Background: an optimization exercise with open tools, aiming at small area, a short achievable clock period and few clock cycles. Do not read the settings as production practice. Function was checked by simulation only, so behaviour that the tests miss may differ from the original. No activity file was given, so power comes from the tool's default toggle rates.

File: flow/run.sh
#!/bin/bash
# synth_recipe.tcl (not shown) runs the flow's synth.tcl, then flattens the netlist and writes it again
# the make line also repeats each setting of config.mk as NAME=value (left out here)
make -C /OpenROAD-flow-scripts/flow DESIGN_CONFIG=/design/flow/config.mk WORK_HOME=/design/flow/orfs CLKGATE_MAP_FILE= SYNTH_SCRIPT=/design/flow/synth_recipe.tcl finish
File: flow/config.mk
export PLATFORM = sky130hd
export DESIGN_NAME = MIPS
export DESIGN_NICKNAME = MIPS
export VERILOG_FILES = /design/flow/design.v
export SDC_FILE = /design/flow/constraint.sdc
export NUM_CORES = 4
export LEC_CHECK = 0
export CAP_MARGIN = 20
export CORE_MARGIN = 2
export CORE_UTILIZATION = 40
export PLACE_DENSITY = 0.6
export SETUP_SLACK_MARGIN = 4
export SLEW_MARGIN = 20
File: flow/constraint.sdc
create_clock -name core_clock -period 8.0 [get_ports {clk}]
set_input_delay 1.6000 -clock core_clock [delete_from_list [all_inputs] [get_ports {clk}]]
set_output_delay 1.6000 -clock core_clock [all_outputs]
set_load 0.01 [all_outputs]
File: flow/design.v
module reg_file (
	input			clk,
	input			rst,
	input			we,
	input	[2:0]	wa,
	input	[15:0]	wd,
	input	[7:1]	s1,
	output	[15:0]	rd1,
	input	[7:1]	s2,
	output	[15:0]	rd2
);
reg [15:0] R [1:7];
wire [15:0] wdz = rst ? 16'd0 : wd;
genvar i;
generate for (i = 1; i < 8; i = i + 1) begin : g
	always @(posedge clk)
		if (rst || (we && wa == i)) R[i] <= wdz;
end endgenerate
assign rd1 = ({16{s1[1]}} & R[1]) | ({16{s1[2]}} & R[2]) | ({16{s1[3]}} & R[3])
           | ({16{s1[4]}} & R[4]) | ({16{s1[5]}} & R[5]) | ({16{s1[6]}} & R[6])
           | ({16{s1[7]}} & R[7]);
assign rd2 = ({16{s2[1]}} & R[1]) | ({16{s2[2]}} & R[2]) | ({16{s2[3]}} & R[3])
           | ({16{s2[4]}} & R[4]) | ({16{s2[5]}} & R[5]) | ({16{s2[6]}} & R[6])
           | ({16{s2[7]}} & R[7]);
endmodule
module alu (
	input	[15:0]	a,
	input	[15:0]	b,
	input			sub,
	input			s_add,		 
	input			s_and,
	input			s_or,
	input			s_xor,
	input			s_sll,
	input			s_sra,
	input			s_srl,
	output	[15:0]	r,
	output	[15:0]	sum
);
wire [15:0] bx = b ^ {16{sub}};
wire [15:0] g0 = a & bx;
wire [15:0] p0 = a ^ bx;
wire [15:0] g [0:4];
wire [15:0] p [0:4];
assign g[0] = {g0[15:1], g0[0] | (p0[0] & sub)};
assign p[0] = p0;
genvar l, i;
generate for (l = 0; l < 4; l = l + 1) begin : lv
	for (i = 0; i < 16; i = i + 1) begin : bt
		if ((i >> l) & 1) begin : c
			localparam integer j = ((i >> l) << l) - 1;
			assign g[l+1][i] = g[l][i] | (p[l][i] & g[l][j]);
			assign p[l+1][i] = p[l][i] & p[l][j];
		end else begin : n
			assign g[l+1][i] = g[l][i];
			assign p[l+1][i] = p[l][i];
		end
	end
end endgenerate
wire [15:0] cin = {g[4][14:0], sub};
assign sum = p0 ^ cin;
wire big = |b[15:4];
wire [15:0] ar;
generate for (i = 0; i < 16; i = i + 1) begin : rv
	assign ar[i] = a[15-i];
end endgenerate
wire fill = s_sra & a[15];
wire [15:0] sin = s_sll ? ar : a;
wire signed [16:0] sx = {fill, sin};
wire [16:0] sr = sx >>> b[3:0];
wire [15:0] sh = big ? {16{fill}} : sr[15:0];
wire [15:0] shl;
generate for (i = 0; i < 16; i = i + 1) begin : rv2
	assign shl[i] = sh[15-i];
end endgenerate
assign r = ({16{s_add}} & sum)
         | ({16{s_and}} & (a & b))
         | ({16{s_or}}  & (a | b))
         | ({16{s_xor}} & (a ^ b))
         | ({16{s_sll}} & shl)
         | ({16{s_sra | s_srl}} & sh);
endmodule
module MIPS (
	input				clk,
	input				rst,
	output	[7:0]		imem_addr,
	input		[15:0]	imem_rdata,
	output	[15:0]	dmem_addr,
	output	[15:0]	dmem_wdata,
	output				dmem_we,
	input		[15:0]	dmem_rdata
);
reg  [7:1]	s1, s2;		 
reg			f1, f2;		 
reg			e_imm;		 
reg  [5:0]	e_i6;		 
reg			e_sub, e_add, e_and, e_or, e_xor, e_sll, e_sra, e_srl;
reg			e_st, e_ld, e_wr, e_br;	 
reg  [2:0]	e_rd;
reg  [7:0]	e_tgt;		 
reg			e_stl;		 
reg  [15:0]	res;
reg  [15:0]	sd;
reg			mwe, wbe, mld;
reg  [2:0]	mrd;
reg  [7:0]	pc;
wire [7:0]	pc1 = pc + 8'd1;
assign imem_addr = pc;
wire [15:0]	ins = imem_rdata;
wire [3:0]	op  = ins[15:12];
wire [2:0]	rd  = ins[11:9];
wire [2:0]	rs1 = ins[8:6];
wire [2:0]	rs2 = ins[5:3];
wire [7:0]	tgt = pc1 + {{2{ins[5]}}, ins[5:0]};
wire d_alu  = (op >= 4'd1) && (op <= 4'd8);
wire d_addi = op == 4'd9;
wire d_ld   = op == 4'd10;
wire d_st   = op == 4'd11;
wire d_br   = op == 4'd12;
wire d_use1 = d_alu | d_addi | d_ld | d_st | d_br;
wire d_use2 = d_alu | d_st;
wire rd_nz  = rd != 3'd0;
wire d_wr   = (d_alu | d_addi | d_ld) & rd_nz;
wire br0    = d_br & (rs1 == 3'd0);
wire [2:0]	ra2 = d_st ? rd : rs2;
wire e_fw   = e_wr & !e_ld;
wire m1     = d_use1 && (rs1 == e_rd);
wire m2     = d_use2 && (ra2 == e_rd);
wire [7:0]	oh1 = d_use1 ? (8'd1 << rs1) : 8'd0;
wire [7:0]	oh2 = d_use2 ? (8'd1 << ra2) : 8'd0;
wire [15:0]	r1, r2;
wire [15:0]	wd = mld ? dmem_rdata : res;
reg_file rf (.clk(clk), .rst(rst), .we(wbe), .wa(mrd), .wd(wd),
	.s1(s1), .rd1(r1), .s2(s2), .rd2(r2));
wire [15:0]	a  = r1 | ({16{f1}} & res);
wire [15:0]	b2 = r2 | ({16{f2}} & res);
wire [15:0]	b  = e_imm ? {{10{e_i6[5]}}, e_i6} : b2;
wire [15:0]	r, sum;
alu alu_u (.a(a), .b(b), .sub(e_sub), .s_add(e_add), .s_and(e_and), .s_or(e_or),
	.s_xor(e_xor), .s_sll(e_sll), .s_sra(e_sra), .s_srl(e_srl), .r(r), .sum(sum));
wire stall = e_stl;
wire taken = e_br && (a == 16'd0) && !stall;
wire kill  = rst || taken;		 
always @(posedge clk) begin
	if (rst)
		pc <= 8'd0;
	else if (!stall)
		pc <= taken ? e_tgt : (br0 ? tgt : pc1);
end
always @(posedge clk) begin
	if (kill) begin
		s1 <= 7'd0; s2 <= 7'd0; f1 <= 1'b0; f2 <= 1'b0;
		e_sub <= 1'b0; e_add <= 1'b0; e_and <= 1'b0; e_or <= 1'b0; e_xor <= 1'b0;
		e_sll <= 1'b0; e_sra <= 1'b0; e_srl <= 1'b0;
		e_st <= 1'b0; e_ld <= 1'b0; e_wr <= 1'b0; e_br <= 1'b0; e_stl <= 1'b0;
	end else if (stall) begin
		e_stl <= 1'b0;
	end else begin
		f1 <= m1 && e_fw;
		f2 <= m2 && e_fw;
		s1 <= (m1 && e_fw) ? 7'd0 : oh1[7:1];
		s2 <= (m2 && e_fw) ? 7'd0 : oh2[7:1];
		e_stl <= ((m1 || m2) && e_wr && e_ld);
		e_sub <= op == 4'd2;
		e_add <= op == 4'd1 || op == 4'd2 || d_addi || d_ld || d_st;
		e_and <= op == 4'd3;
		e_or  <= op == 4'd4;
		e_xor <= op == 4'd5;
		e_sll <= op == 4'd6;
		e_sra <= op == 4'd7;
		e_srl <= op == 4'd8;
		e_st  <= d_st;
		e_ld  <= d_ld && rd_nz;
		e_wr  <= d_wr;
		e_br  <= d_br && !br0;
	end
	if (!stall) begin
		e_imm <= d_addi | d_ld | d_st;
		e_i6  <= ins[5:0];
		e_rd  <= rd;
		e_tgt <= tgt;
	end
end
always @(posedge clk) begin
	if (rst) begin
		mwe <= 1'b0;
		wbe <= 1'b0;
		mld <= 1'b0;
	end else begin
		mwe <= e_st && !stall;
		wbe <= e_wr && !stall;
		mld <= e_ld && !stall;
	end
	res <= r;
	sd  <= b2;
	mrd <= e_rd;
end
assign dmem_addr  = res;
assign dmem_wdata = sd;
assign dmem_we    = mwe;
endmodule
==> run_summary.xml, run 1 <==
<?xml version="1.0" encoding="UTF-8"?>
<metrics>
  <group name="status">
    <metric name="status" unit="">complete, no violations</metric>
  </group>
  <group name="critical_path">
    <metric name="worstPathRequired" unit="ns">8.37</metric>
    <metric name="critical_path.slowest_cell" unit="">sky130_fd_sc_hd__nand4_1</metric>
    <metric name="worstSetupPathType" unit="">flip-flop to flip-flop</metric>
    <metric name="critical_path_peak_fanout" unit="">9</metric>
    <metric name="cpPeakStageDelay" unit="ns">0.60</metric>
    <metric name="critical_path.startpoint_type" unit="">flip-flop</metric>
    <metric name="path_cells" unit="">buf_4, a22oi_1, nand4_1, ha_1, o21a_1, o31ai_2, a21oi_1, o31ai_1, a21oi_2, a211oi_1, xnor2_1, o221ai_1</metric>
    <metric name="worstPathArrival" unit="ns">4.26</metric>
    <metric name="worst_setup_path_end_kind" unit="">flip-flop</metric>
  </group>
  <group name="routing">
    <metric name="dr.first_iter.drc_count" unit="">1472</metric>
    <metric name="route.antenna.remaining_nets" unit="">0</metric>
    <metric name="dr.pass1.iters" unit="">6</metric>
    <metric name="drt-vias-per-instance" unit="">6.30</metric>
    <metric name="via_count" unit="">9886</metric>
    <metric name="route.final.wire_length" unit="microns">38700</metric>
    <metric name="detail_route.wl_per_cell" unit="microns">24.7</metric>
    <metric name="remaining_drc_errors" unit="">0</metric>
  </group>
  <group name="logic_synthesis">
    <metric name="post_synthesis_cells" unit="">1108</metric>
    <metric name="yosysUniqueCellTypes" unit="">79</metric>
    <metric name="synth_enable_flop_cells" unit="">130</metric>
    <metric name="synth_area_leader_cell" unit="">sky130_fd_sc_hd__edfxtp_1</metric>
    <metric name="synth_xor_area_share" unit="%">3.17</metric>
    <metric name="synth_largest_type_area_fraction" unit="%">32.8</metric>
    <metric name="post_synth_mux_area_share" unit="%">8.40</metric>
    <metric name="synth.net_count" unit="">1200</metric>
    <metric name="complex_gate_fraction_of_the_synthesized_area" unit="%">20.2</metric>
    <metric name="ys_ff_latch" unit="">205</metric>
    <metric name="post_synth_and_or_nand_nor_area_fraction" unit="%">11.2</metric>
    <metric name="synth-async-reset-ratio" unit="%">0</metric>
    <metric name="synth_area_leaders" unit="">sky130_fd_sc_hd__edfxtp_1, sky130_fd_sc_hd__dfxtp_1, sky130_fd_sc_hd__a22oi_1</metric>
    <metric name="synth_area_per_cell" unit="sq um">10.7</metric>
    <metric name="synth_flop_cell" unit="">sky130_fd_sc_hd__edfxtp_1</metric>
    <metric name="post_synthesis_cell_area" unit="sq um">11900</metric>
    <metric name="yosys.area_share.adder" unit="%">6.42</metric>
    <metric name="synth_top_family_by_area" unit="">compound AO/OA/AOI/OAI gates</metric>
    <metric name="synth-seq-area-share" unit="%">45.4</metric>
    <metric name="yosysWarningCount" unit="">4</metric>
  </group>
  <group name="clock_network">
    <metric name="clock_tree.root_cell" unit="">sky130_fd_sc_hd__clkbuf_16</metric>
    <metric name="numCtsBuffers" unit="">23</metric>
    <metric name="cts_buffer_depth" unit="">3</metric>
    <metric name="clk_latency" unit="ns">0.52</metric>
    <metric name="cts.clk_slew.worst_paths" unit="ns">0.07</metric>
    <metric name="number_of_h_tree_levels" unit="">1</metric>
    <metric name="cts.hold.buffers_added" unit="">0</metric>
    <metric name="clock_tree_from_tritoncts" unit="">yes</metric>
    <metric name="tritoncts_num_sinks" unit="">205</metric>
  </group>
  <group name="run">
    <metric name="timing.max_cap.violations" unit="">0</metric>
  </group>
  <group name="floorplan">
    <metric name="fp.dieH" unit="microns">176</metric>
    <metric name="fp-row-count" unit="">63</metric>
    <metric name="core" unit="sq um">29500</metric>
    <metric name="num_io_pins" unit="">75</metric>
    <metric name="initial_core_util" unit="%">40.4</metric>
    <metric name="die-width" unit="microns">176</metric>
    <metric name="die_outline_area" unit="sq um">31100</metric>
  </group>
  <group name="power">
    <metric name="p_per_area" unit="nW/um^2">201</metric>
    <metric name="vdd_drop_max" unit="mV">0.154</metric>
    <metric name="report.power.total" unit="mW">2.75</metric>
    <metric name="leakagePower" unit="nW">5.04</metric>
  </group>
  <group name="global_routing">
    <metric name="overflow" unit="">0</metric>
    <metric name="first_global_vias" unit="">9463</metric>
    <metric name="initial_antenna_violation_count" unit="">1</metric>
    <metric name="grt_start_max_net_pins" unit="">55</metric>
    <metric name="grtUsageTotal" unit="%">24.7</metric>
    <metric name="grt_pass1_wl" unit="microns">58400</metric>
  </group>
  <group name="sta">
    <metric name="timing.final.crit_share" unit="%">48.6</metric>
    <metric name="maximum_clock_frequency" unit="GHz">0.257</metric>
    <metric name="timing.final.setup_violations" unit="">0</metric>
    <metric name="rsz_0062_raised_after_global_routing" unit="">true</metric>
    <metric name="fin_hold_ws" unit="ns">0.455</metric>
    <metric name="worst_pin_slew" unit="ns">1.08</metric>
    <metric name="final-max-slew-violation-count" unit="">0</metric>
    <metric name="final-hold-violation-count" unit="">0</metric>
    <metric name="clock_skew" unit="ns">0.0177</metric>
    <metric name="crit_path_time_final" unit="ns">3.89</metric>
    <metric name="max_slew_margin" unit="%">27.9</metric>
    <metric name="timing.setup.tns" unit="ns">0</metric>
  </group>
  <group name="layout">
    <metric name="area.growth.synth_to_final" unit="%">15.3</metric>
    <metric name="diodes" unit="">0</metric>
    <metric name="fill_cell_count" unit="">2786</metric>
    <metric name="number_of_nets_in_the_layout" unit="">1253</metric>
    <metric name="post_route_cells_drive_above_1_share" unit="%">10.7</metric>
  </group>
  <group name="place">
    <metric name="buffer_ports.inserted" unit="">74</metric>
    <metric name="dp_hpwl" unit="microns">26300</metric>
    <metric name="gpl_wtd_cong" unit="">0.993</metric>
  </group>
  <group name="worst_hold_path">
    <metric name="timing.hold.worst.class" unit="">flip-flop to flip-flop</metric>
  </group>
</metrics>
==> cells in the mapped netlist (5+ instances only) <==
cell / number
sky130_fd_sc_hd__nand4_1: 35
sky130_fd_sc_hd__nand2b_1: 9
sky130_fd_sc_hd__o21a_1: 10
sky130_fd_sc_hd__xnor2_1: 34
sky130_fd_sc_hd__nor3_1: 19
sky130_fd_sc_hd__fa_1: 5
sky130_fd_sc_hd__nor4_1: 14
sky130_fd_sc_hd__a211oi_1: 10
sky130_fd_sc_hd__a22oi_1: 143
sky130_fd_sc_hd__a21o_1: 6
sky130_fd_sc_hd__nor2_1: 79
sky130_fd_sc_hd__and2_1: 6
sky130_fd_sc_hd__edfxtp_1: 130
sky130_fd_sc_hd__inv_1: 40
sky130_fd_sc_hd__ha_1: 53
sky130_fd_sc_hd__buf_2: 28
sky130_fd_sc_hd__xor2_1: 9
sky130_fd_sc_hd__a21oi_1: 46
sky130_fd_sc_hd__buf_6: 8
sky130_fd_sc_hd__o211ai_1: 9
sky130_fd_sc_hd__nand2_1: 51
sky130_fd_sc_hd__clkbuf_1: 31
sky130_fd_sc_hd__a221oi_1: 7
sky130_fd_sc_hd__o221ai_1: 5
sky130_fd_sc_hd__buf_4: 9
sky130_fd_sc_hd__dfxtp_1: 75
sky130_fd_sc_hd__mux2i_1: 58
sky130_fd_sc_hd__mux4_2: 13
sky130_fd_sc_hd__nor2b_1: 14
sky130_fd_sc_hd__mux2_2: 6
sky130_fd_sc_hd__o21ai_0: 47
sky130_fd_sc_hd__nand3_1: 9
==> flip-flops by register name, summed over array words and instances (netlist names), 3 cells and up <==
name and count:
e_tgt 8, s2 7, e_rd 3, s1 7
sd 16, mrd 3, res 16, e_i6 6
pc 8, rf.R 112
==> critical path: cells and delay by family, from the launching register on <==
| kind | cells | cell delay (ns) |
|---|---|---|
| AOI/OAI and AO/OA | 8 | 1.62 |
| xor gates and xnor gates | 1 | 0.16 |
| adders and majority gates | 1 | 0.59 |
| buffers and inverters | 1 | 0.29 |
| DFF | 1 | 0.48 |
| and+or+nand+nor | 1 | 0.60 |
==> routing by layer <==
layer | vias to the layer above | share of wire (%) | routed length [microns] | GRT usage (%)
li1 | 4394 | - | - | -
met1 | 4761 | 42 | 16400 | 35.2
met2 | 634 | 44 | 17000 | 38.0
met3 | 97 | 9.6 | 3720 | 3.57
met4 | 0 | 4.1 | 1590 | 9.44
met5 | - | 0 | 0 | 0
==> power by group <==
group / switching, mW / internal [mW] / total (mW) / leakage [nW]
logic: 0.298 / 0.192 / 0.490 / 2.73
clock network: 0.439 / 0.563 / 1.00 / 0.344
registers: 0.0585 / 1.20 / 1.26 / 1.96
total: 0.795 / 1.96 / 2.75 / 5.04
==> metrics by stage <==
step | cell area [sq um] | cells | setup WS [ns] | utilization, %
detailed placement | 12900 | 1515 | 3.03 | 43.7
finish | 13700 | 1568 | 4.11 | 46.5
CTS | 13600 | 1561 | 4.00 | 46.2
global route | 13700 | 1568 | 3.98 | 46.5
global placement | 12900 | 1515 | 3.13 | 43.7
floorplan | 11900 | 1108 | 4.38 | -
==> final cells by class <==
class | instances | area, sq um | share of cell area [%]
clock buffer | 24 | 579 | 4.22
clock inverter | 18 | 130 | 0.949
inverter | 46 | 185 | 1.35
multi-input combinational | 778 | 5930 | 43.2
sequential | 205 | 5410 | 39.5
tap | 390 | 488 | 3.56
timing repair buffer | 107 | 995 | 7.25
==> timing repair <==
item / in CTS / in global routing
pin swaps: 2 / 3
setup buffers: 3 / 7
endpoints found under the setup margin: 16 / 16
gates resized for setup: 6 / 10
endpoints found under the hold margin: 0 / 0
gates cloned: 1 / 0
==> kinds of logic after synthesis <==
| logic type | count (synthesis) |
|---|---|
| AND/OR/NAND/NOR | 260 |
| multiplexers | 80 |
| flip-flops | 205 |
| buffers and inverters | 126 |
| AO/OA/AOI/OAI | 336 |
| XOR/XNOR | 43 |
| adder cells (fa/ha/maj) | 58 |
==> cells in the final DEF, fill, tap and decap left out, types with 4 or more instances in the layout <==
cell,Yosys,final
sky130_fd_sc_hd__a211oi_1,10,10
sky130_fd_sc_hd__a21o_1,6,6
sky130_fd_sc_hd__a21oi_1,46,45
sky130_fd_sc_hd__a221oi_1,7,7
sky130_fd_sc_hd__a22oi_1,143,143
sky130_fd_sc_hd__a22oi_4,4,4
sky130_fd_sc_hd__a41o_1,4,4
sky130_fd_sc_hd__and2_1,6,6
sky130_fd_sc_hd__buf_4,9,32
sky130_fd_sc_hd__clkbuf_16,0,23
sky130_fd_sc_hd__clkdlybuf4s50_1,0,73
sky130_fd_sc_hd__clkinv_1,3,10
sky130_fd_sc_hd__clkinv_2,0,5
sky130_fd_sc_hd__dfxtp_1,75,72
sky130_fd_sc_hd__edfxtp_1,130,130
sky130_fd_sc_hd__fa_1,5,4
sky130_fd_sc_hd__ha_1,53,53
sky130_fd_sc_hd__inv_1,40,40
sky130_fd_sc_hd__mux2_2,6,6
sky130_fd_sc_hd__mux2i_1,58,55
sky130_fd_sc_hd__mux2i_2,1,4
sky130_fd_sc_hd__mux4_2,13,13
sky130_fd_sc_hd__nand2_1,51,50
sky130_fd_sc_hd__nand2b_1,9,9
sky130_fd_sc_hd__nand3_1,9,9
sky130_fd_sc_hd__nand4_1,35,35
sky130_fd_sc_hd__nor2_1,79,79
sky130_fd_sc_hd__nor2b_1,14,13
sky130_fd_sc_hd__nor3_1,19,19
sky130_fd_sc_hd__nor4_1,14,14
sky130_fd_sc_hd__o211ai_1,9,9
sky130_fd_sc_hd__o21a_1,10,10
sky130_fd_sc_hd__o21ai_0,47,45
sky130_fd_sc_hd__o221ai_1,5,5
sky130_fd_sc_hd__xnor2_1,34,34
sky130_fd_sc_hd__xor2_1,9,9
==> final timing paths <==
check | startpoint | to | slack (ns) | cells after the start
min reg2reg | e_rd[0] | mrd[0] | 0.46 | 0
max | s1[5] | res[15] | 4.11 | 12
max reg2reg | s1[5] | res[15] | 4.11 | 12
min | e_rd[0] | mrd[0] | 0.46 | 0
Testbench counts, summed over its fixed seeds: cycles 58,788.
==> run 2: changes to the inputs <==
--- a/flow/config.mk
+++ b/flow/config.mk
@@ -9,5 +9,5 @@
 export CORE_MARGIN = 2
 export CORE_UTILIZATION = 40
 export PLACE_DENSITY = 0.6
-export SETUP_SLACK_MARGIN = 4
+export SETUP_SLACK_MARGIN = 5
 export SLEW_MARGIN = 20
==> run 2 against run 1 <==
Compared with the run above: still clean; sequential power barely moved; via count rose by 6.7%; routed wire length rose by 7.2%; register-to-register slack improved by 0.44 ns; area after synthesis did not move; combinational power rose by about 30%; worst setup slack improved by 0.44 ns; critical path type unchanged; critical endpoint is now res[4]; highest routed layer unchanged.
==> run_summary.xml, run 2 <==
<?xml version="1.0" encoding="UTF-8"?>
<metrics>
  <group name="status">
    <metric name="status" unit="">complete, no violations</metric>
  </group>
  <group name="layout">
    <metric name="top_register" unit="">rf.R</metric>
    <metric name="mostFrequentLayoutCells" unit="">sky130_fd_sc_hd__a22oi_1, sky130_fd_sc_hd__edfxtp_1, sky130_fd_sc_hd__buf_4</metric>
    <metric name="diodes" unit="">0</metric>
    <metric name="area.growth.synth_to_final" unit="%">31.1</metric>
    <metric name="multiInputGateArea" unit="sq um">6680</metric>
    <metric name="largest_reg_flops" unit="">112</metric>
    <metric name="final_common_cell" unit="">sky130_fd_sc_hd__a22oi_1</metric>
    <metric name="area_used_by_sequential_logic_in_the_layout" unit="sq um">5480</metric>
    <metric name="finish.instance_area" unit="sq um">15600</metric>
    <metric name="number_of_nets_in_the_layout" unit="">1363</metric>
    <metric name="layout.cells.non_filler" unit="">1678</metric>
    <metric name="post_route_cells_drive_above_1_share" unit="%">28.8</metric>
    <metric name="largest_registers" unit="">rf.R: 112 flops, res: 16 flops, sd: 16 flops</metric>
    <metric name="postLayoutCoreUtil" unit="%">52.9</metric>
    <metric name="fill_cell_count" unit="">2607</metric>
  </group>
  <group name="routing">
    <metric name="dr.pass1.iters" unit="">6</metric>
    <metric name="detail_route.wl_per_cell" unit="microns">24.7</metric>
    <metric name="route.final.wire_length" unit="microns">41500</metric>
    <metric name="dr.first_iter.drc_count" unit="">1391</metric>
    <metric name="route.antenna.remaining_nets" unit="">0</metric>
    <metric name="remaining_drc_errors" unit="">0</metric>
    <metric name="drt-vias-per-instance" unit="">6.29</metric>
    <metric name="via_count" unit="">10600</metric>
  </group>
  <group name="clock_network">
    <metric name="numCtsBuffers" unit="">23</metric>
    <metric name="clock_tree.root_cell" unit="">sky130_fd_sc_hd__clkbuf_16</metric>
    <metric name="cts.hold.buffers_added" unit="">0</metric>
    <metric name="tritoncts_num_sinks" unit="">205</metric>
    <metric name="number_of_h_tree_levels" unit="">1</metric>
    <metric name="clock_tree_from_tritoncts" unit="">yes</metric>
    <metric name="cts.clk_slew.worst_paths" unit="ns">0.06</metric>
    <metric name="clk_latency" unit="ns">0.52</metric>
    <metric name="cts_buffer_depth" unit="">3</metric>
  </group>
  <group name="logic_synthesis">
    <metric name="yosys.cell_count.top_type" unit="">sky130_fd_sc_hd__a22oi_1</metric>
    <metric name="synthTopCellsByCount" unit="">sky130_fd_sc_hd__a22oi_1, sky130_fd_sc_hd__edfxtp_1, sky130_fd_sc_hd__nor2_1, sky130_fd_sc_hd__dfxtp_1, sky130_fd_sc_hd__mux2i_1</metric>
    <metric name="complex_gate_fraction_of_the_synthesized_area" unit="%">20.2</metric>
    <metric name="yosysWarningCount" unit="">4</metric>
    <metric name="synth_flop_cell" unit="">sky130_fd_sc_hd__edfxtp_1</metric>
    <metric name="synth_top_family_by_area" unit="">compound AO/OA/AOI/OAI gates</metric>
    <metric name="synth_largest_type_area_fraction" unit="%">32.8</metric>
    <metric name="yosys.area_share.adder" unit="%">6.42</metric>
    <metric name="post_synth_and_or_nand_nor_area_fraction" unit="%">11.2</metric>
    <metric name="synth_area_per_cell" unit="sq um">10.7</metric>
    <metric name="synth-seq-area-share" unit="%">45.4</metric>
    <metric name="ys_ff_latch" unit="">205</metric>
    <metric name="synth_area_leader_cell" unit="">sky130_fd_sc_hd__edfxtp_1</metric>
    <metric name="synth_enable_flop_cells" unit="">130</metric>
    <metric name="synth_xor_area_share" unit="%">3.17</metric>
    <metric name="synth.net_count" unit="">1200</metric>
    <metric name="synth_area_leaders" unit="">sky130_fd_sc_hd__edfxtp_1, sky130_fd_sc_hd__dfxtp_1, sky130_fd_sc_hd__a22oi_1</metric>
    <metric name="post_synthesis_cell_area" unit="sq um">11900</metric>
    <metric name="post_synthesis_cells" unit="">1108</metric>
    <metric name="post_synth_mux_area_share" unit="%">8.40</metric>
    <metric name="yosysUniqueCellTypes" unit="">79</metric>
    <metric name="synth-async-reset-ratio" unit="%">0</metric>
  </group>
  <group name="floorplan">
    <metric name="die-width" unit="microns">176</metric>
    <metric name="fp.dieH" unit="microns">176</metric>
    <metric name="core" unit="sq um">29500</metric>
    <metric name="initial_core_util" unit="%">40.4</metric>
    <metric name="die_outline_area" unit="sq um">31100</metric>
    <metric name="fp-row-count" unit="">63</metric>
    <metric name="num_io_pins" unit="">75</metric>
  </group>
  <group name="place">
    <metric name="gpl_wtd_cong" unit="">0.912</metric>
    <metric name="buffer_ports.inserted" unit="">74</metric>
    <metric name="dp_hpwl" unit="microns">26300</metric>
    <metric name="placed_area" unit="sq um">12900</metric>
    <metric name="dpl.cell_count" unit="">1503</metric>
  </group>
  <group name="power">
    <metric name="p_per_area" unit="nW/um^2">196</metric>
    <metric name="leakagePower" unit="nW">6.13</metric>
    <metric name="vdd_drop_max" unit="mV">0.155</metric>
  </group>
  <group name="worst_hold_path">
    <metric name="holdPathStages" unit="">2</metric>
    <metric name="timing.hold.worst.class" unit="">flip-flop to flip-flop</metric>
  </group>
  <group name="critical_path">
    <metric name="worst_setup_path_end_kind" unit="">flip-flop</metric>
    <metric name="critical_path_peak_fanout" unit="">9</metric>
    <metric name="timing.reg2reg.worst_path_depth" unit="">15</metric>
    <metric name="worstSetupPathType" unit="">flip-flop to flip-flop</metric>
    <metric name="worstPathArrival" unit="ns">3.84</metric>
    <metric name="cpPeakStageDelay" unit="ns">0.54</metric>
    <metric name="critical_path_cell_count" unit="">15</metric>
    <metric name="path_cells" unit="">a22oi_1, nand4_1, o21ai_2, buf_12, inv_12, xnor2_4, fa_2, nor2b_4, buf_6, o21a_1, nor2_2, fa_2, o22ai_1, nand3b_1, a211o_1</metric>
    <metric name="crit_family" unit="">adder cells</metric>
    <metric name="critical_path.startpoint_type" unit="">flip-flop</metric>
    <metric name="timing.critical_path.mode_cell" unit="">sky130_fd_sc_hd__fa_2</metric>
    <metric name="critical_path.slowest_cell" unit="">sky130_fd_sc_hd__fa_2</metric>
    <metric name="cp_num_buf_inv" unit="">3</metric>
    <metric name="worstPathRequired" unit="ns">8.40</metric>
  </group>
  <group name="run">
    <metric name="timing.max_cap.violations" unit="">0</metric>
  </group>
  <group name="sta">
    <metric name="maximum_clock_frequency" unit="GHz">0.290</metric>
    <metric name="timing.setup.tns" unit="ns">0</metric>
    <metric name="clock_skew" unit="ns">0.0175</metric>
    <metric name="final-hold-violation-count" unit="">0</metric>
    <metric name="final-max-slew-violation-count" unit="">0</metric>
    <metric name="worst_pin_slew" unit="ns">0.912</metric>
    <metric name="timing.final.setup_violations" unit="">0</metric>
    <metric name="max_slew_margin" unit="%">39.1</metric>
    <metric name="crit_path_time_final" unit="ns">3.44</metric>
    <metric name="timing.final.crit_share" unit="%">43.1</metric>
    <metric name="fin_hold_ws" unit="ns">0.473</metric>
    <metric name="rsz_0062_raised_after_global_routing" unit="">true</metric>
  </group>
  <group name="global_routing">
    <metric name="first_global_vias" unit="">10000</metric>
    <metric name="overflow" unit="">0</metric>
    <metric name="grtUsageTotal" unit="%">26.0</metric>
    <metric name="grt_pass1_wl" unit="microns">61600</metric>
    <metric name="grt_start_max_net_pins" unit="">55</metric>
    <metric name="initial_antenna_violation_count" unit="">0</metric>
  </group>
</metrics>
-- run 2: through the flow --
| stage | total power, mW | setup WS, ns |
|---|---|---|
| 4_1_cts | 3.01 | 4.61 |
| 5_1_grt | 3.16 | 4.43 |
| 3_3_place_gp | 1.76 | 3.78 |
| 6_report | 3.06 | 4.56 |
| 2_1_floorplan | 1.59 | 4.65 |
| 3_5_place_dp | 1.77 | 3.68 |
-- run 2: per-layer routing --
| layer | GRT usage, % | wire (microns) | vias to the layer above | share of wire, % |
|---|---|---|---|---|
| li1 | - | - | 4615 | - |
| met1 | 36.1 | 17400 | 5221 | 42 |
| met2 | 40.8 | 19000 | 597 | 46 |
| met3 | 4.01 | 3370 | 120 | 8.1 |
| met4 | 10.5 | 1720 | 0 | 4.1 |
| met5 | 0 | 0 | - | 0 |
-- run 2: worst register-to-register path, delay by kind of cell (launching register included) --
kind,cells,cell delay [ns]
and+or+nand+nor,4,0.66
adders and majority gates,2,0.97
AOI/OAI and AO/OA,5,0.88
buffers and inverters,3,0.30
DFF,1,0.40
xor gates and xnor gates,1,0.12
-- run 2: power breakdown --
part           leakage [nW]  switching (mW)  internal, mW
clock network         0.397           0.432         0.721
registers              1.98          0.0663          1.20
logic                  3.75           0.355         0.282
-- run 2: kinds of logic after synthesis --
| logic type | count (synthesis) |
|---|---|
| simple gates | 260 |
| compound gates | 336 |
| mux | 80 |
| flops | 205 |
| buf+inv | 126 |
| fa+ha+maj | 58 |
| xor+xnor | 43 |
-- run 2: what timing repair did --
| item | in CTS | in global routing |
|---|---|---|
| resized for setup | 185 | 83 |
| pin swaps | 56 | 40 |
| setup buffers | 106 | 25 |
| cloned | 1 | 1 |
| endpoints found under the setup margin | 146 | 89 |
| hold endpoints to repair | 0 | 0 |
-- run 2: cell type report --
cell class	instances	area share, %
clock inverters	16	1.51
well taps	390	3.13
clock buffers	26	3.76
multi-input cells	778	42.8
inverters	46	1.27
flip-flops and latches	205	35.1
repair buffers	217	12.4
-- run 2: final timing paths --
| path | from | to | slack [ns] |
|---|---|---|---|
| setup / recovery | s2[6] | res[4] | 4.56 |
| hold / removal | e_wr | e_stl | 0.47 |
| setup reg to reg | s2[6] | res[4] | 4.56 |
| hold reg to reg | e_wr | e_stl | 0.47 |
==> run 3: changes to the inputs <==
==> flow/flow/run.sh (new file) <==
#!/bin/bash
# The standard layout, with plain buffers (not delay cells) on the ports.
set -euo pipefail
bash standard.sh BUFFER_PORTS_ARGS="-buffer_cell sky130_fd_sc_hd__buf_2" finish > standard.log 2>&1
==> flow/standard.sh (new file) <==
#!/bin/bash
# synth_recipe.tcl (not shown) runs the flow's synth.tcl, then flattens the netlist and writes it again
# the make line also repeats each setting of config.mk as NAME=value (left out here)
make -C /OpenROAD-flow-scripts/flow DESIGN_CONFIG=/design/flow/config.mk WORK_HOME=/design/flow/orfs CLKGATE_MAP_FILE= SYNTH_SCRIPT=/design/flow/synth_recipe.tcl "${@:-finish}"
removed: flow/run.sh
==> run 3 against run 2 <==
Compared with the run above: global-route usage down 0.41 points; critical path depth grew 1; worst setup slack improved by 0.012 ns; highest routed layer is now met5; sequential share of layout area increased by 2.0 points; die area did not move; sequential power about the same; non-clock buffer count shrank 24; combinational power shrank 9.6%; sequential cell count is the same; count of clock-buffer cells in the layout grew 1; clock skew down 0.0020 ns; total power shrank 3.8%.
==> run_summary.xml, run 3 <==
<?xml version="1.0" encoding="UTF-8"?>
<metrics>
  <group name="status">
    <metric name="status" unit="">complete, no violations</metric>
  </group>
  <group name="sta">
    <metric name="crit_path_time_final" unit="ns">3.43</metric>
    <metric name="max_slew_margin" unit="%">41.3</metric>
    <metric name="clock_skew" unit="ns">0.0154</metric>
    <metric name="timing.setup.tns" unit="ns">0</metric>
    <metric name="timing.final.setup_violations" unit="">0</metric>
    <metric name="timing.final.crit_share" unit="%">42.9</metric>
    <metric name="final-hold-violation-count" unit="">0</metric>
    <metric name="maximum_clock_frequency" unit="GHz">0.291</metric>
    <metric name="rsz_0062_raised_after_global_routing" unit="">true</metric>
    <metric name="final-max-slew-violation-count" unit="">0</metric>
    <metric name="worst_pin_slew" unit="ns">0.872</metric>
  </group>
  <group name="layout">
    <metric name="mostFrequentLayoutCells" unit="">sky130_fd_sc_hd__a22oi_1, sky130_fd_sc_hd__edfxtp_1, sky130_fd_sc_hd__buf_4</metric>
    <metric name="area.growth.synth_to_final" unit="%">23.5</metric>
    <metric name="finish.instance_area" unit="sq um">14700</metric>
    <metric name="post_route_cells_drive_above_1_share" unit="%">29.0</metric>
    <metric name="fill_cell_count" unit="">2616</metric>
    <metric name="largest_registers" unit="">rf.R: 112 flops, res: 16 flops, sd: 16 flops</metric>
    <metric name="diodes" unit="">0</metric>
    <metric name="layout.cells.non_filler" unit="">1654</metric>
    <metric name="number_of_nets_in_the_layout" unit="">1339</metric>
    <metric name="top_register" unit="">rf.R</metric>
    <metric name="largest_reg_flops" unit="">112</metric>
    <metric name="final_common_cell" unit="">sky130_fd_sc_hd__a22oi_1</metric>
  </group>
  <group name="routing">
    <metric name="detail_route.wl_per_cell" unit="microns">24.7</metric>
    <metric name="remaining_drc_errors" unit="">0</metric>
    <metric name="via_count" unit="">10400</metric>
    <metric name="dr.pass1.iters" unit="">8</metric>
    <metric name="dr.first_iter.drc_count" unit="">1342</metric>
    <metric name="drt-vias-per-instance" unit="">6.28</metric>
    <metric name="route.final.wire_length" unit="microns">40900</metric>
    <metric name="route.antenna.remaining_nets" unit="">0</metric>
  </group>
  <group name="logic_synthesis">
    <metric name="synth-seq-area-share" unit="%">45.4</metric>
    <metric name="yosysUniqueCellTypes" unit="">79</metric>
    <metric name="synth_flop_cell" unit="">sky130_fd_sc_hd__edfxtp_1</metric>
    <metric name="synth_area_per_cell" unit="sq um">10.7</metric>
    <metric name="synth-async-reset-ratio" unit="%">0</metric>
    <metric name="yosys.cell_count.top_type" unit="">sky130_fd_sc_hd__a22oi_1</metric>
    <metric name="post_synthesis_cells" unit="">1108</metric>
    <metric name="synth_area_leaders" unit="">sky130_fd_sc_hd__edfxtp_1, sky130_fd_sc_hd__dfxtp_1, sky130_fd_sc_hd__a22oi_1</metric>
    <metric name="synth.net_count" unit="">1200</metric>
    <metric name="post_synthesis_cell_area" unit="sq um">11900</metric>
    <metric name="yosysWarningCount" unit="">4</metric>
    <metric name="synth_area_leader_cell" unit="">sky130_fd_sc_hd__edfxtp_1</metric>
    <metric name="ys_ff_latch" unit="">205</metric>
    <metric name="synth_largest_type_area_fraction" unit="%">32.8</metric>
    <metric name="synth_enable_flop_cells" unit="">130</metric>
    <metric name="synthTopCellsByCount" unit="">sky130_fd_sc_hd__a22oi_1, sky130_fd_sc_hd__edfxtp_1, sky130_fd_sc_hd__nor2_1, sky130_fd_sc_hd__dfxtp_1, sky130_fd_sc_hd__mux2i_1</metric>
  </group>
  <group name="global_routing">
    <metric name="initial_antenna_violation_count" unit="">1</metric>
    <metric name="first_global_vias" unit="">9781</metric>
    <metric name="grtUsageTotal" unit="%">25.6</metric>
    <metric name="overflow" unit="">0</metric>
    <metric name="grt_start_max_net_pins" unit="">55</metric>
    <metric name="grt_pass1_wl" unit="microns">60700</metric>
  </group>
  <group name="power">
    <metric name="p_per_area" unit="nW/um^2">200</metric>
    <metric name="comb_power_share" unit="%">19.6</metric>
    <metric name="p_clk_share" unit="%">37.2</metric>
    <metric name="total_switching_power" unit="mW">0.839</metric>
    <metric name="leakagePower" unit="nW">5.73</metric>
    <metric name="share_seq_of_total_power" unit="%">43.3</metric>
    <metric name="switching_share" unit="%">28.5</metric>
    <metric name="vdd_drop_max" unit="mV">0.182</metric>
    <metric name="p_int" unit="mW">2.10</metric>
    <metric name="report.power.total" unit="mW">2.94</metric>
  </group>
  <group name="critical_path">
    <metric name="worstPathArrival" unit="ns">3.83</metric>
    <metric name="worstPathRequired" unit="ns">8.40</metric>
    <metric name="worst_setup_path_end_kind" unit="">flip-flop</metric>
    <metric name="critical_path_peak_fanout" unit="">5</metric>
    <metric name="worstSetupPathType" unit="">flip-flop to flip-flop</metric>
    <metric name="critical_path.startpoint_type" unit="">flip-flop</metric>
  </group>
  <group name="clock_network">
    <metric name="cts.clk_slew.worst_paths" unit="ns">0.06</metric>
    <metric name="numCtsBuffers" unit="">23</metric>
    <metric name="clock_tree.root_cell" unit="">sky130_fd_sc_hd__clkbuf_16</metric>
    <metric name="tritoncts_num_sinks" unit="">205</metric>
    <metric name="number_of_h_tree_levels" unit="">1</metric>
    <metric name="cts_buffer_depth" unit="">3</metric>
    <metric name="clk_latency" unit="ns">0.52</metric>
    <metric name="cts.hold.buffers_added" unit="">0</metric>
    <metric name="clock_tree_from_tritoncts" unit="">yes</metric>
  </group>
  <group name="worst_hold_path">
    <metric name="timing.hold.worst.class" unit="">flip-flop to flip-flop</metric>
  </group>
  <group name="floorplan">
    <metric name="die-width" unit="microns">176</metric>
    <metric name="initial_core_util" unit="%">40.4</metric>
    <metric name="num_io_pins" unit="">75</metric>
    <metric name="fp.dieH" unit="microns">176</metric>
    <metric name="die_outline_area" unit="sq um">31100</metric>
    <metric name="core" unit="sq um">29500</metric>
    <metric name="fp-row-count" unit="">63</metric>
  </group>
  <group name="place">
    <metric name="dp_hpwl" unit="microns">26600</metric>
    <metric name="dpl.cell_count" unit="">1503</metric>
    <metric name="buffer_ports.inserted" unit="">74</metric>
    <metric name="gpl_wtd_cong" unit="">0.941</metric>
    <metric name="placed_area" unit="sq um">12600</metric>
  </group>
  <group name="run">
    <metric name="timing.max_cap.violations" unit="">0</metric>
  </group>
</metrics>
-- run 3: cell counts after synthesis --
No cell type changed its count.
-- run 3: routing by layer --
| metal | global-route usage, % | wire [microns] |
|---|---|---|
| met2 | 40.2 | 18300 |
| met4 | 8.71 | 1620 |
| met3 | 3.66 | 4000 |
| met1 | 36.3 | 17000 |
| met5 | 0 | 11 |
-- run 3: layout make-up --
cell class / count / area (sq um) / share of cell area [%]
clock buffers: 27 / 591 / 4.02
flip-flops and latches: 205 / 5450 / 37.1
inverters: 46 / 198 / 1.35
well taps: 390 / 488 / 3.32
repair buffers: 193 / 1380 / 9.39
multi-input cells: 778 / 6400 / 43.6
clock inverters: 15 / 185 / 1.26
-- run 3: worst max-delay path, cell delays in order, from the launching register on --
cell and delay (ns):
sky130_fd_sc_hd__edfxtp_1 0.42, sky130_fd_sc_hd__a22oi_2 0.20, sky130_fd_sc_hd__nand4_1 0.26, sky130_fd_sc_hd__o21ai_2 0.29, sky130_fd_sc_hd__buf_12 0.15, sky130_fd_sc_hd__inv_12 0.03, sky130_fd_sc_hd__xnor2_4 0.14, sky130_fd_sc_hd__fa_2 0.29
sky130_fd_sc_hd__nor2b_4 0.06, sky130_fd_sc_hd__o31ai_4 0.21, sky130_fd_sc_hd__a21oi_2 0.10, sky130_fd_sc_hd__buf_4 0.15, sky130_fd_sc_hd__o31ai_4 0.33, sky130_fd_sc_hd__a21oi_4 0.14, sky130_fd_sc_hd__xor2_1 0.17, sky130_fd_sc_hd__a221oi_1 0.27
sky130_fd_sc_hd__o21ai_1 0.10
-- run 3: power by group through the flow --
stage	sequential (mW)	clock [mW]	combinational (mW)
after floorplan	1.26	0	0.325
after global placement	1.30	0	0.444
after detailed placement	1.30	0	0.449
after CTS	1.27	1.10	0.538
after global routing	1.28	1.14	0.616
final	1.27	1.09	0.576
-- run 3: cells by family (layout without fill, tap and decap cells) --
family	after synthesis	in the layout	synth area share, %
AOI/OAI and AO/OA	336	336	20.2
DFF	205	205	45.4
xor gates and xnor gates	43	43	3.17
adders and majority gates	58	58	6.42
and+or+nand+nor	260	261	11.2
muxes	80	80	8.40
buffers and inverters	126	281	5.16
-- run 3: stage by stage --
stage	utilization, %	hold WS, ns	setup WS, ns
final	49.8	0.463	4.57
after global routing	49.8	0.486	4.41
after CTS	48.9	0.463	4.64
after detailed placement	42.6	0.452	3.89
after global placement	42.6	0.453	4.02
after floorplan	-	0.409	4.65
-- run 3: what timing repair did --
item	4_1_cts	5_1_grt
pin swaps	59	37
hold endpoints to repair	0	0
gates cloned	2	1
resized for setup	90	31
setup endpoints to repair	78	84
setup buffers	85	21
-- run 3: worst paths after layout --
kind,start,to,slack (ns),cells past startpoint
worst max-delay path,rf.R[1][1],res[12],4.57,16
worst min-delay path,e_wr,e_stl,0.46,2
worst max register to register,rf.R[1][1],res[12],4.57,16
worst min register to register,e_wr,e_stl,0.46,2

==> separate check: timing with driven ports <==
The results above use ideal ports. As a check the final layouts listed here were re-extracted and re-timed, cells and wires unchanged.
Step 1 sets driving cells, clkbuf_16 on the clock port and buf_2 on the other inputs (assumed; they add their load-dependent delay and slew).
Step 2 moves the port delays by t, midway between the first and last clock arrival at a register: inputs arrive t later, outputs are due t later. That takes back most of the time a late clock gives input paths.
a / b / c = ideal ports / drivers / drivers and shift; a / b = the first two.
| run | shift t [ns] | setup WS [ns] | worst setup path at the end | latest minus earliest clock arrival (ns) |
|---|---|---|---|---|
| run 1 | 0.564 | 4.112 / 4.112 / 3.604 | input to register | 0.018 / 0.019 |
| run 2 | 0.565 | 4.556 / 4.556 / 4.478 | input to register | 0.017 / 0.017 |
| run 3 | 0.566 | 4.568 / 4.568 / 4.487 | input to register | 0.015 / 0.015 |
After both steps every run listed still meets setup and hold. For run 1, which loses most, drivers alone change the setup slack by 0.000 ns; drivers and shift together by -0.508 ns.
